This is an optimization exercise on Yosys and OpenROAD, whose aim is small area, not a production implementation.
In this exercise RTL edits were held to simulation tests only and were not proved equivalent to the original.
No activity file was given, so power comes from the tool's default toggle rates.

==> run P: inputs <==
Design frame_gen, start of the top module:
module frame_gen #(
    parameter FPS               = 30,
    parameter CLK_FREQ_HZ       = 13200000,
    parameter FVAL2LVAL         = 50,
    parameter LVAL2DVAL         = 80,
    parameter WIDTH             = 640,
    parameter HEIGHT            = 480,
    parameter LVAL_HIGH         = 800,
    parameter LVAL_LOW          = 100,
    parameter BPP               = 8
)(
    input clk,
    input rst,
    input en,                
    input [2:0] sel,         
    output fval,
    output lval,
    output dval,
    output [BPP-1:0] pix_data
    );
Settings: LEC_CHECK=0, CAP_MARGIN=20, CORE_MARGIN=2, CORE_UTILIZATION=40, SLEW_MARGIN=20, SYNTH_MEMORY_MAX_BITS=1048576; clock period 100.0 ns.
standard.sh (not shown) runs the stock make flow with config.mk's settings and CLKGATE_MAP_FILE= SYNTH_SCRIPT=/design/flow/synth_recipe.tcl, a recipe that flattens the netlist after the stock synthesis.
==> flow/flow/run.sh <==
#!/bin/bash
# Layout flow: the standard ORFS flow (standard.sh), with
# - its synthesis step run by synth_recipe_mod.tcl (see flow/patch_synth.py)
#   instead of synth_recipe.tcl: the same synthesis up to and including the
#   flip-flop mapping, then no adder cells and an area-oriented abc script;
# - the make variables listed in flow/make_args.txt (one per line): smaller
#   port buffers and clock-tree buffers.
# Each tool's output goes to a log of its own: ORFS writes
# orfs/logs/<platform>/frame_gen/base/*.log, and this script writes
# flow_patch.log (the script patch) and flow_make.log (make, DEF export).
set -euo pipefail
HERE=$(pwd)
cp flow/synth_recipe_mod.tcl flow/abc_min.script "$HERE/"
python3 flow/patch_synth.py "$FLOW_HOME/scripts/synth.tcl" "$HERE/synth_mod.tcl" > flow_patch.log 2>&1
grep -q 'SYNTH_SCRIPT=' standard.sh
sed -e "s#SYNTH_SCRIPT=[^ ]*#SYNTH_SCRIPT=$HERE/synth_recipe_mod.tcl#" standard.sh > flow_standard_mod.sh
args=()
if [[ -f flow/make_args.txt ]]; then
  while IFS= read -r line; do
    [[ -n "$line" && "${line:0:1}" != "#" ]] && args+=("$line")
  done < flow/make_args.txt
fi
bash flow_standard_mod.sh "${args[@]}" finish > flow_make.log 2>&1
test -f out/final.def
==> flow/flow/abc_min.script <==
strash
&get -n
&fraig -x
&put
scorr
dc2
dc2
strash
&get -n
&deepsyn -T 600 -I 4
&put
strash
&get -n
&dch -f
&nf -R 1000 -p -F 10 -A 6
&put
==> flow/flow/make_args.txt <==
BUFFER_PORTS_ARGS=-buffer_cell sky130_fd_sc_hd__buf_1
CTS_ARGS=-sink_clustering_enable -repair_clock_nets -dont_use_dummy_load -root_buf sky130_fd_sc_hd__clkbuf_8 -buf_list sky130_fd_sc_hd__clkbuf_4
Other scripts of this flow, unchanged in this note and not shown: flow/flow/synth_recipe_mod.tcl, flow/flow/patch_synth.py
==> run E: changes against run P <==
--- a/flow/design.v
+++ b/flow/design.v
@@ -30,19 +30,18 @@
 end   
 endmodule
 module pixel_memory_cubes (
     input  [9:0] pos,
     input  [8:0] height,
     output [1:0] pix_value
 );
     wire [6:0] xb = pos[9:3] - 7'd24;               
-    wire [4:0] xs = xb[6:4] + xb[3:0];
-    wire [2:0] xm = xs % 5'd5;
-    wire       xq = xb[4] ^ ((xs / 5'd5) & 1'b1);  
+    wire [2:0] xm = xb % 7'd5;
+    wire       xq = (xb / 7'd5) & 1'b1;           
     wire [5:0] up = {xm, pos[2:0]};                
     wire [5:0] yb = height[8:3];
     wire [2:0] ym = yb % 6'd5;
     wire       hv = (yb / 6'd5) & 1'b1;            
     wire       py = (yb / 6'd10) & 1'b1;           
     wire [5:0] r  = {ym, height[2:0]};             
     wire       hu = xq ^ py;                       
     wire [5:0] thr_lo = hv ? r + 6'd1 : r;
@@ -205,56 +204,63 @@
     wire in_x = (pos >= 10'd211) && (pos <= 10'd811);
     assign pix_value = !(in_x && in_y) ? 2'd0 : (pos == 10'd211 || t) ? 2'd3 : 2'd1;
 endmodule
 module frame_timing_gen (
     input clk,
     input rst,
     input en,
     output reg fval,
-    output dval,
-    output lval,
+    output reg dval,
+    output reg lval,
     output lval_negedge_out,
     output fval_posedge_out,
     output reg [9:0] line_pos,
     output reg [4:0] col_q25,
     output           col_mod3_zero,
     output reg [8:0] line_counter
     );
 localparam POS0 = 111;                   
 localparam [18:0] FVAL_CNT_0    = 19'h00001;
 localparam [18:0] FVAL_CNT_1    = 19'h00002;
 localparam [18:0] FVAL_CNT_LAST = 19'h501b7;    
 reg [18:0] counter_fval;
 reg [1:0]  col_mod3;
 assign col_mod3_zero = (col_mod3 == 2'd0);
+reg fval_samp;
+reg lval_samp;
 reg en_samp; 
-wire fval_posedge = fval && (line_pos == POS0 - 49);
-wire lval_negedge = (line_pos == POS0 + 801);
+wire fval_posedge = fval && !fval_samp; 
+wire lval_negedge = !lval && lval_samp; 
 wire en_posedge = en && !en_samp; 
-assign lval = (line_pos >= POS0 + 1) && (line_pos <= POS0 + 800);
-assign dval = (line_pos >= POS0 + 81) && (line_pos <= POS0 + 720) && (line_counter < 9'd480);
 assign lval_negedge_out = lval_negedge;
 assign fval_posedge_out = fval_posedge;
 wire last_line   = (line_counter >= 9'd479);
 wire fval_wrap   = (counter_fval == FVAL_CNT_LAST);
 wire [18:0] fval_step = {counter_fval[17:0],
                          counter_fval[18] ^ counter_fval[17] ^ counter_fval[16] ^ counter_fval[13]};
+wire in_lines    = (line_pos >= POS0);                  
 wire line_end    = (line_pos == POS0 + 900);            
 always @(posedge clk or posedge rst) begin
     if (rst == 1) begin
         counter_fval <= FVAL_CNT_0;
         line_pos <= POS0 - 49;
         col_q25 <= 5'd12;
         col_mod3 <= 2'd2;
         line_counter <= 0;
         fval <= 1'b0;
+        lval <= 1'b0;
+        dval <= 1'b0;
+        fval_samp <= 1'b0;
+        lval_samp <= 1'b0;
         en_samp <= 1'b0;
     end else begin
         en_samp <= en;
+        fval_samp <= fval;
+        lval_samp <= lval;
         if (en && fval_wrap)
             fval <= 1'b1;
         else if (lval_negedge && last_line)
             fval <= 1'b0;
         else if (en_posedge)
             fval <= 1'b1;
         if (en)
             counter_fval <= fval_wrap ? FVAL_CNT_1 : fval_step;
@@ -273,16 +279,18 @@
         else if (line_end)
             line_pos <= POS0 + 1;
         else
             line_pos <= line_pos + 1;
         if (fval_posedge)
             line_counter <= 0;
         else if (lval_negedge)
             line_counter <= line_counter + 1;
+        lval <= fval && in_lines && (line_pos < POS0 + 800 || line_end);
+        dval <= lval && (line_pos >= POS0 + 80) && (line_pos < POS0 + 720) && (line_counter < 9'd480);
     end
 end
 endmodule
 module frame_pattern_gen (
     input clk,
     input rst,
     input [2:0] sel,
     input dval,
@@ -324,20 +332,17 @@
 );
 wire [1:0] image_pix = sel_choco ? pix_choco_bar : sel_cubes ? pix_cubes : pix_logo;
 wire [7:0] image_value;
 decoder DECODER (
     .pix_data(image_pix),
     .sel(sel),
     .decoded_pix_data(image_value)
 );
-wire [3:0] band_h = line_counter[8:5];
-wire [3:0] band_l = line_counter[4:1];
-wire [4:0] band_s = band_h + band_l;
-wire [3:0] band30 = band_h + (band_s >= 5'd15) + (band_s >= 5'd30);
+wire [7:0] band30 = line_counter[8:1] / 8'd15;
 wire [7:0] straps_value = {4{band30[1:0]}};
 wire col_odd = (line_pos >= 10'd273 && line_pos <= 10'd352) ||
                (line_pos >= 10'd433 && line_pos <= 10'd512) ||
                (line_pos >= 10'd593 && line_pos <= 10'd672) ||
                (line_pos >= 10'd753 && line_pos <= 10'd912);
 wire below_480 = (line_counter < 9'd480);
 wire checker_white = !below_480 || (col_odd ^ band30[1]);
 always @(posedge clk or posedge rst) begin
==> flow/flow/abc_min.script (replaced) <==
strash
&get -n
&fraig -x
&put
scorr
dc2
dc2
strash
&get -n
&dch -f
&nf -R 1000 -p -F 10 -A 6
&put
strash
dc2
&get -n
&dch -f
&nf -R 1000 -p -F 16 -A 10 -C 32
&put
strash
dc2
&get -n
&dch -f
&nf -R 1000 -p -F 16 -A 10 -C 32
&put
strash
dc2
&get -n
&dch -f
&nf -R 1000 -p -F 16 -A 10 -C 32
&put
==> flow/flow/make_args.txt (replaced) <==
BUFFER_PORTS_ARGS=-buffer_cell sky130_fd_sc_hd__buf_1
CTS_ARGS=-sink_clustering_enable -repair_clock_nets -dont_use_dummy_load -buf_list sky130_fd_sc_hd__clkbuf_4 -sink_clustering_size 5
==> run B: changes against run P <==
==> flow/flow/abc_min.script (replaced) <==
strash
&get -n
&fraig -x
&put
scorr
dc2
strash
&get -n
&dch -f
&nf -R 1000
&put
==> flow/flow/make_args.txt (replaced) <==
BUFFER_PORTS_ARGS=-buffer_cell sky130_fd_sc_hd__buf_1
CTS_ARGS=-sink_clustering_enable -repair_clock_nets -dont_use_dummy_load -root_buf sky130_fd_sc_hd__clkbuf_16 -tree_buf sky130_fd_sc_hd__clkbuf_4 -buf_list sky130_fd_sc_hd__clkbuf_4
==> run K: changes against run P <==
==> flow/flow/abc_min.script (replaced) <==
strash
&get -n
&fraig -x
&put
scorr
dc2
dc2
strash
&get -n
&dch -f
&nf -R 1000 -p -F 10 -A 6
&put
strash
dc2
&get -n
&dch -f
&nf -R 1000 -p -F 16 -A 10 -C 32
&put
strash
dc2
&get -n
&dch -f
&nf -R 1000 -p -F 16 -A 10 -C 32
&put
strash
dc2
&get -n
&dch -f
&nf -R 1000 -p -F 16 -A 10 -C 32
&put
==> run summary <==
Status: run P complete, no violations; run E complete, no violations; run B complete, no violations; run K complete, no violations
Kind of end point of the critical path: run P output port; run E flip-flop; run B output port; run K output port
First DRT Iteration DRCs: run P 433; run E 385; run B 695; run K 458
Core region area: run P 11,400 um^2; run E 13,200 um^2; run B 13,300 um^2; run K 12,700 um^2
Flip-flop and latch share of the layout cell area: run P 0.358; run E 0.326; run B 0.296; run K 0.315
Non-clk bufs: run P 17; run E 19; run B 19; run K 20
Critical R2R Capture: run P FRAME_TIME_GEN.fval; run E FRAME_PAT_GEN.pix_choco_bar[1]; run B FRAME_PAT_GEN.pix_choco_bar[1]; run K FRAME_PAT_GEN.pix_choco_bar[1]
Power in sequential cells: run P 54.3 uW; run E 55.2 uW; run B 50.8 uW; run K 49.9 uW
Inverter count of the layout excluding clock inverters: run P 15; run E 15; run B 17; run K 21
Post-Synth Simple-Gate Area: run P 0.261; run E 0.299; run B 0.316; run K 0.277
Final layout net count: run P 605; run E 736; run B 786; run K 720
Part of the power in the clock network: run P 0.117; run E 0.082; run B 0.146; run K 0.105
Peak VDD IR: run P 15.4 uV; run E 14.3 uV; run B 22.5 uV; run K 21.7 uV
Area enclosed by the die boundary: run P 12,400 um^2; run E 14,500 um^2; run B 14,700 um^2; run K 14,100 um^2
Final Power: run P 153 uW; run E 164 uW; run B 183 uW; run K 173 uW
Min-delay src: run P FRAME_PAT_GEN.pix_logo[1]; run E FRAME_TIME_GEN.lval; run B FRAME_PAT_GEN.pix_logo[0]; run K FRAME_PAT_GEN.pix_logo[0]

==> build 12 <==
Starting RTL as in the previous note.
==> flow/config.mk <==
export PLATFORM = sky130hd
export DESIGN_NAME = frame_gen
export DESIGN_NICKNAME = frame_gen
export VERILOG_FILES = /design/flow/design.v
export SDC_FILE = /design/flow/constraint.sdc
export NUM_CORES = 4
export LEC_CHECK = 0
export CAP_MARGIN = 20
export CORE_MARGIN = 2
export CORE_UTILIZATION = 40
export SLEW_MARGIN = 20
export SYNTH_MEMORY_MAX_BITS = 1048576
==> flow/constraint.sdc <==
create_clock -name core_clock -period 100.0 [get_ports {clk}]
set_input_delay 20.0000 -clock core_clock [delete_from_list [all_inputs] [get_ports {clk}]]
set_output_delay 20.0000 -clock core_clock [all_outputs]
set_load 0.01 [all_outputs]
==> flow/flow/abc_min.script <==
strash
&get -n
&fraig -x
&put
scorr
dc2
dc2
strash
&get -n
&deepsyn -T 300 -I 4
&put
strash
&get -n
&dch -f
&nf -R 1000 -p -F 10 -A 6
&put
==> flow/flow/synth_recipe_mod.tcl <==
proc synth {args} { yosys synth -nofsm -noshare {*}$args }
source [file dirname [info script]]/synth_mod.tcl
# left out here: clear keep_hierarchy, flatten, clean up, hide names made inside functions, write 1_2_yosys.v
==> flow/flow/make_args.txt <==
BUFFER_PORTS_ARGS=-buffer_cell sky130_fd_sc_hd__buf_1
CTS_ARGS=-sink_clustering_enable -repair_clock_nets -dont_use_dummy_load -root_buf sky130_fd_sc_hd__clkbuf_8 -buf_list sky130_fd_sc_hd__clkbuf_4
==> flow/flow/patch_synth.py <==
# Writes synth_mod.tcl: ORFS's synth.tcl with three changes for a smaller
# netlist; everything up to and including the flip-flop mapping is the same,
# so the registers (names, count, cell types) are those of the standard
# synthesis.
#  1. no Kogge-Stone carry-lookahead map for adders and comparators;
#  2. no extraction of full/half adder cells (abc maps that logic);
#  3. abc runs flow/abc_min.script, an area-oriented script.
import sys
src, dst = sys.argv[1], sys.argv[2]
s = open(src).read()
old = '''  set synth_full_args [concat $synth_full_args \\
    "-extra-map $::env(FLOW_HOME)/platforms/common/lcu_kogge_stone.v"]'''
assert old in s
s = s.replace(old, '  # (no Kogge-Stone carry-lookahead map)')
i = s.index('# Technology mapping of adders')
j = s.index('# Technology mapping of latches')
s = s[:i] + '# (adders are left to abc)\n\n' + s[j:]
old = '  log_cmd abc {*}$abc_args\n'
assert old in s
s = s.replace(old, '  log_cmd abc -script [file dirname [info script]]/abc_min.script {*}[lrange $abc_args 2 end]\n')
open(dst, 'w').write(s)
Scripts as last shown in full above: flow/flow/run.sh
==> inputs of build 49, as changes to build 12 <==
--- a/flow/design.v
+++ b/flow/design.v
@@ -31,17 +31,16 @@
 endmodule
 module pixel_memory_cubes (
     input  [9:0] pos,
     input  [8:0] height,
     output [1:0] pix_value
 );
     wire [6:0] xb = pos[9:3] - 7'd24;               
-    wire [4:0] xs = xb[6:4] + xb[3:0];
-    wire [2:0] xm = xs % 5'd5;
-    wire       xq = xb[4] ^ ((xs / 5'd5) & 1'b1);  
+    wire [2:0] xm = xb % 7'd5;
+    wire       xq = (xb / 7'd5) & 1'b1;           
     wire [5:0] up = {xm, pos[2:0]};                
     wire [5:0] yb = height[8:3];
     wire [2:0] ym = yb % 6'd5;
     wire       hv = (yb / 6'd5) & 1'b1;            
     wire       py = (yb / 6'd10) & 1'b1;           
     wire [5:0] r  = {ym, height[2:0]};             
     wire       hu = xq ^ py;                       
@@ -206,54 +205,61 @@
     assign pix_value = !(in_x && in_y) ? 2'd0 : (pos == 10'd211 || t) ? 2'd3 : 2'd1;
 endmodule
 module frame_timing_gen (
     input clk,
     input rst,
     input en,
     output reg fval,
-    output dval,
-    output lval,
+    output reg dval,
+    output reg lval,
     output lval_negedge_out,
     output fval_posedge_out,
     output reg [9:0] line_pos,
     output reg [4:0] col_q25,
     output           col_mod3_zero,
     output reg [8:0] line_counter
     );
 localparam POS0 = 111;                   
 localparam [18:0] FVAL_CNT_0    = 19'h00001;
 localparam [18:0] FVAL_CNT_1    = 19'h00002;
 localparam [18:0] FVAL_CNT_LAST = 19'h501b7;    
 reg [18:0] counter_fval;
 reg [1:0]  col_mod3;
 assign col_mod3_zero = (col_mod3 == 2'd0);
+reg fval_samp;
+reg lval_samp;
 reg en_samp; 
-wire fval_posedge = fval && (line_pos == POS0 - 49);
-wire lval_negedge = (line_pos == POS0 + 801);
+wire fval_posedge = fval && !fval_samp; 
+wire lval_negedge = !lval && lval_samp; 
 wire en_posedge = en && !en_samp; 
-assign lval = (line_pos >= POS0 + 1) && (line_pos <= POS0 + 800);
-assign dval = (line_pos >= POS0 + 81) && (line_pos <= POS0 + 720) && (line_counter < 9'd480);
 assign lval_negedge_out = lval_negedge;
 assign fval_posedge_out = fval_posedge;
 wire last_line   = (line_counter >= 9'd479);
 wire fval_wrap   = (counter_fval == FVAL_CNT_LAST);
 wire [18:0] fval_step = {counter_fval[17:0],
                          counter_fval[18] ^ counter_fval[17] ^ counter_fval[16] ^ counter_fval[13]};
+wire in_lines    = (line_pos >= POS0);                  
 wire line_end    = (line_pos == POS0 + 900);            
 always @(posedge clk or posedge rst) begin
     if (rst == 1) begin
         counter_fval <= FVAL_CNT_0;
         line_pos <= POS0 - 49;
         col_q25 <= 5'd12;
         col_mod3 <= 2'd2;
         line_counter <= 0;
         fval <= 1'b0;
+        lval <= 1'b0;
+        dval <= 1'b0;
+        fval_samp <= 1'b0;
+        lval_samp <= 1'b0;
         en_samp <= 1'b0;
     end else begin
         en_samp <= en;
+        fval_samp <= fval;
+        lval_samp <= lval;
         if (en && fval_wrap)
             fval <= 1'b1;
         else if (lval_negedge && last_line)
             fval <= 1'b0;
         else if (en_posedge)
             fval <= 1'b1;
         if (en)
@@ -274,14 +280,16 @@
             line_pos <= POS0 + 1;
         else
             line_pos <= line_pos + 1;
         if (fval_posedge)
             line_counter <= 0;
         else if (lval_negedge)
             line_counter <= line_counter + 1;
+        lval <= fval && in_lines && (line_pos < POS0 + 800 || line_end);
+        dval <= lval && (line_pos >= POS0 + 80) && (line_pos < POS0 + 720) && (line_counter < 9'd480);
     end
 end
 endmodule
 module frame_pattern_gen (
     input clk,
     input rst,
     input [2:0] sel,
@@ -325,18 +333,15 @@
 wire [1:0] image_pix = sel_choco ? pix_choco_bar : sel_cubes ? pix_cubes : pix_logo;
 wire [7:0] image_value;
 decoder DECODER (
     .pix_data(image_pix),
     .sel(sel),
     .decoded_pix_data(image_value)
 );
-wire [3:0] band_h = line_counter[8:5];
-wire [3:0] band_l = line_counter[4:1];
-wire [4:0] band_s = band_h + band_l;
-wire [3:0] band30 = band_h + (band_s >= 5'd15) + (band_s >= 5'd30);
+wire [7:0] band30 = line_counter[8:1] / 8'd15;
 wire [7:0] straps_value = {4{band30[1:0]}};
 wire col_odd = (line_pos >= 10'd273 && line_pos <= 10'd352) ||
                (line_pos >= 10'd433 && line_pos <= 10'd512) ||
                (line_pos >= 10'd593 && line_pos <= 10'd672) ||
                (line_pos >= 10'd753 && line_pos <= 10'd912);
 wire below_480 = (line_counter < 9'd480);
 wire checker_white = !below_480 || (col_odd ^ band30[1]);
==> flow/flow/run.sh (replaced) <==
#!/bin/bash
# Layout flow: the standard ORFS flow, with its synthesis step run by
# synth_recipe_mod.tcl (see flow/patch_synth.py) instead of synth_recipe.tcl.
# Each tool's output goes to a log of its own: ORFS writes
# orfs/logs/<platform>/frame_gen/base/*.log, and this script writes
# flow_patch.log (the script patch) and flow_make.log (make, DEF export).
set -euo pipefail
HERE=$(pwd)
cp flow/synth_recipe_mod.tcl flow/abc_min.script "$HERE/"
python3 flow/patch_synth.py "$FLOW_HOME/scripts/synth.tcl" "$HERE/synth_mod.tcl" > flow_patch.log 2>&1
grep -q 'SYNTH_SCRIPT=' standard.sh
sed -e "s#SYNTH_SCRIPT=[^ ]*#SYNTH_SCRIPT=$HERE/synth_recipe_mod.tcl#" standard.sh > flow_standard_mod.sh
bash flow_standard_mod.sh finish > flow_make.log 2>&1
test -f out/final.def
==> flow/flow/abc_min.script (replaced) <==
strash
&get -n
&fraig -x
&put
scorr
dc2
strash
&get -n
&dch -f
&nf -R 1000
&put
removed: flow/flow/make_args.txt
==> inputs of trial 86, as changes to build 12 <==
==> flow/flow/abc_min.script (replaced) <==
strash
&get -n
&fraig -x
&put
scorr
dc2
dc2
strash
&get -n
&dch -f
&nf -R 1000 -p -F 10 -A 6
&put
strash
dc2
&get -n
&dch -f
&nf -R 1000 -p -F 16 -A 10 -C 32
&put
strash
dc2
&get -n
&dch -f
&nf -R 1000 -p -F 16 -A 10 -C 32
&put
strash
dc2
&get -n
&dch -f
&nf -R 1000 -p -F 16 -A 10 -C 32
&put
==> flow/flow/make_args.txt (replaced) <==
BUFFER_PORTS_ARGS=-buffer_cell sky130_fd_sc_hd__buf_1
CTS_ARGS=-sink_clustering_enable -repair_clock_nets -dont_use_dummy_load -buf_list sky130_fd_sc_hd__clkbuf_8 -sink_clustering_size 18
==> run_results.csv <==
group,metric,value,unit
status,status,"no timing/DRC/antenna violations",
yosys,syn_nets,577,
floorplanning,start_util,0.407,
floorplanning,core_area,11400,um2
place,hpwlAfterDp,8250,um
power_and_ir_drop,p_leak,2.01,nW
yosys,ys_ff_latch,71,
setup_path,cp.required,80.00,ns
-- figures above: build 12

==> run_results.csv <==
group,metric,value,unit
place,hpwlAfterDp,10900,um
status,status,"no timing/DRC/antenna violations",
setup_path,cp.required,80.00,ns
power_and_ir_drop,p_leak,2.16,nW
timing,setup_tns,0,ns
yosys,syn_nets,689,
floorplanning,core_area,12700,um2
clocking,cts_tree,"yes",
yosys,synth_top_cell_by_area,"dfrtp_1",
routing,drt-wirelength-per-cell,17.1,um
yosys,ys_ff_latch,71,
-- figures above: trial 86

==> run_results.csv <==
group,metric,value,unit
status,status,"no timing/DRC/antenna violations",
timing,setup_viol,0,
yosys,ys_ff_latch,75,
power_and_ir_drop,p_leak,2.49,nW
yosys,syn_nets,743,
floorplanning,core_area,13800,um2
setup_path,cp.required,100.26,ns
clocking,h-tree-depth,3,
place,hpwlAfterDp,11700,um
-- figures above: build 49

[static timing again, ports no longer ideal]
Ports are ideal in the flow. The routed layouts listed here were re-timed in OpenROAD. Step 1 sets driving cells, clkbuf_16 on the clock port and buf_2 on the other inputs (assumed; they add their load-dependent delay and slew). Step 2 also shifts input and output timing later by t, the mid clock arrival at the registers, as if the neighbouring blocks saw the same clock. Three values: ideal, step 1, step 2; two values: the first two.
| run | shift t [ns] | setup slack, ns | hold WS [ns] | worst data-port slew with drivers (ns) | cell pins on the clock port's net |
|---|---|---|---|---|---|
| run P | 0.394 | 77.380 / 77.344 / 77.738 | 0.463 / 0.463 / 0.463 | 0.03 | 1 |
| run E | 0.441 | 77.878 / 77.878 / 77.438 | 0.467 / 0.467 / 0.467 | 0.04 | 1 |
| run B | 0.374 | 77.510 / 77.469 / 77.844 | 0.463 / 0.463 / 0.463 | 0.03 | 1 |
| run K | 0.394 | 77.448 / 77.418 / 77.811 | 0.461 / 0.461 / 0.461 | 0.03 | 1 |
| build 12 | 0.394 | 77.380 / 77.344 / 77.738 | 0.463 / 0.463 / 0.463 | 0.03 | 1 |
| build 49 | 0.377 | 77.911 / 77.911 / 77.534 | 0.480 / 0.480 / 0.480 | 0.04 | 1 |
| trial 86 | 0.394 | 77.448 / 77.418 / 77.811 | 0.461 / 0.461 / 0.461 | 0.03 | 1 |
After both steps every run listed still meets setup and hold. For run E, which loses most, drivers alone change the setup slack by 0.000 ns; drivers and shift together by -0.440 ns.
